Background: an optimization exercise with open tools, aiming at small area, a short achievable clock period and few clock cycles. Do not read the settings as production practice. RTL that was checked went through simulation tests only; none was proved equivalent to the original. Power is estimated from default activity; no workload was simulated.

// MatrixMultUnit
module MatrixMultUnit(
  input  wire reset_n,
  input  wire clk,
  input  wire dut_valid,
  output wire dut_ready,
  output wire        dut__tb__sram_input_write_enable,
  output wire [15:0] dut__tb__sram_input_write_address,
  output wire [31:0] dut__tb__sram_input_write_data,
  output wire [15:0] dut__tb__sram_input_read_address,
  input  wire [31:0] tb__dut__sram_input_read_data,
  output wire        dut__tb__sram_weight_write_enable,
  output wire [15:0] dut__tb__sram_weight_write_address,
  output wire [31:0] dut__tb__sram_weight_write_data,
  output wire [15:0] dut__tb__sram_weight_read_address,
  input  wire [31:0] tb__dut__sram_weight_read_data,
  output wire        dut__tb__sram_result_write_enable,
  output wire [15:0] dut__tb__sram_result_write_address,
  output wire [31:0] dut__tb__sram_result_write_data,
  output wire [15:0] dut__tb__sram_result_read_address,
  input  wire [31:0] tb__dut__sram_result_read_data,
  output wire        dut__tb__sram_scratchpad_write_enable,
  output wire [15:0] dut__tb__sram_scratchpad_write_address,
  output wire [31:0] dut__tb__sram_scratchpad_write_data,
  output wire [15:0] dut__tb__sram_scratchpad_read_address,
  input  wire [31:0] tb__dut__sram_scratchpad_read_data
);
Settings: LEC_CHECK=0, ABC_CLOCK_PERIOD_IN_PS=3000, CAP_MARGIN=20, CORE_MARGIN=2, CORE_UTILIZATION=65, SLEW_MARGIN=20, SYNTH_HIERARCHICAL=1; clock period 10.0 ns.
standard.sh (not shown) runs the stock make flow with config.mk's settings and CLKGATE_MAP_FILE= SYNTH_SCRIPT=/design/flow/synth_recipe.tcl, a recipe that flattens the netlist after the stock synthesis.
==> flow/flow/run.sh <==
#!/bin/bash
# The standard layout (standard synthesis included), with timing repair
# aiming at 6.85 ns of setup slack instead of 0.
set -euo pipefail
bash standard.sh SETUP_SLACK_MARGIN=6.85 finish > standard_flow.log 2>&1
The baseline finished with timing, DRC and antenna clean.
Testbench counts at the start, summed over its fixed seeds: cycles 565,141.
Rerun with:
--- a/flow/design.v
+++ b/flow/design.v
@@ -49,18 +49,17 @@
 reg  [10:0] a_addr, a_base;
 reg  [11:0] b_addr, b_base;
 reg  [10:0] waddr;
 reg  [2:0]  dcnt;
 wire lt = (t == tl);
 wire lj = (j == jl);
 wire li = (i == n_r);
-reg        is_z;         
-reg  [4:0] b_step;       
+wire is_z = (phase == P_Z);
 wire [10:0] a_inc = a_addr + 11'd1;
-wire [11:0] b_inc = b_addr + {7'd0, b_step};
+wire [11:0] b_inc = b_addr + (is_z ? {7'd0, d_r} : 12'd1);
 wire [11:0] b_col = b_base + 12'd1;
 wire [11:0] nd2 = {2'b00, nd, 1'b0};
 wire [10:0] nd3 = {2'b00, nd} + {1'b0, nd, 1'b0};
 always @(posedge clk or negedge reset_n) begin
   if (!reset_n) begin
     state <= S_IDLE;
     busy  <= 1'b0;
@@ -96,16 +95,14 @@
       phase  <= P_QKV;
       m      <= 2'd0;
       t      <= 7'd1;
       j      <= 5'd1;
       i      <= 5'd1;
       tl     <= k_r;
       jl     <= d_r;
-      is_z   <= 1'b0;
-      b_step <= 5'd1;
       a_addr <= 11'd1;
       a_base <= 11'd1;
       b_addr <= 12'd1;
       b_base <= 12'd1;
     end
     S_RUN: begin
       if (!lt) begin
@@ -147,16 +144,14 @@
             jl     <= n_r;
             a_addr <= 11'd0;
             a_base <= 11'd0;
             b_addr <= {3'b000, nd};
             b_base <= {3'b000, nd};
           end else if (phase == P_S) begin
             phase  <= P_Z;
-            is_z   <= 1'b1;
-            b_step <= d_r;
             tl     <= {2'b00, n_r};
             jl     <= d_r;
             a_addr <= nd3;
             a_base <= nd3;
             b_addr <= nd2;
             b_base <= nd2;
           end else begin
@@ -170,16 +165,15 @@
     default: begin
       a_addr <= a_base;
       b_addr <= b_base;
     end
   endcase
 end
 always @(posedge clk) begin
-  if (state == S_LOAD2) nd <= 9'd0;
-  else if (state == S_RUN && lt && lj && phase == P_QKV && m == 2'd0) nd <= nd + {4'd0, d_r};
+  nd <= n_r * d_r;
   if (state == S_RUN) dcnt <= 3'd4;
   else dcnt <= dcnt - 3'd1;
 end
 reg        src1;
 reg        first1, first2, first3;
 reg        last1, last2, last3, last4, we;
 reg [31:0] op_a, op_b;
After rerunning: The changed run completed with no timing, DRC or antenna violations; count of clock-buffer cells in the layout goes down by 8; clock power goes down by a few percent; die area stays flat; core utilization goes up by 1.3 points; cell count goes up slightly; routed wire length goes up by a few percent; total power goes up by a quarter to a third; via count goes up slightly; register-to-register slack stays flat; hold slack hardly moves; worst setup slack is about the same; synthesized cell count is about the same.
For the second run of this note, only the layout was checked, not whether the RTL still works.

[port drivers added, routing unchanged]
How much do the figures lean on ideal ports? The routed layouts below were timed once more, with nothing changed but the port constraints. Step 1 sets driving cells, clkbuf_16 on the clock port and buf_2 on the other inputs (assumed; they add their load-dependent delay and slew). Step 2, shift: input delay + t, output delay - t, t = (earliest + latest rising clock arrival at the registers) / 2. This alone moves slack from input paths to output paths. Three values: ideal ports, drivers, drivers and shift; two values: the first two.
run | shift t [ns] | setup WS [ns] | worst setup path at the end | slew at the worst register clock pin (ns) | worst slew at a driven data input, ns
the first run | 0.671 | 6.836 / 6.771 / 6.874 | register to register | 0.06 / 0.06 | 0.10
the second run | 0.659 | 6.837 / 6.777 / 6.726 | input to register | 0.06 / 0.06 | 0.07
After both steps setup and hold are still met in every run listed. For the second run, which loses most, drivers alone change the setup slack by -0.060 ns; drivers and shift together by -0.111 ns.
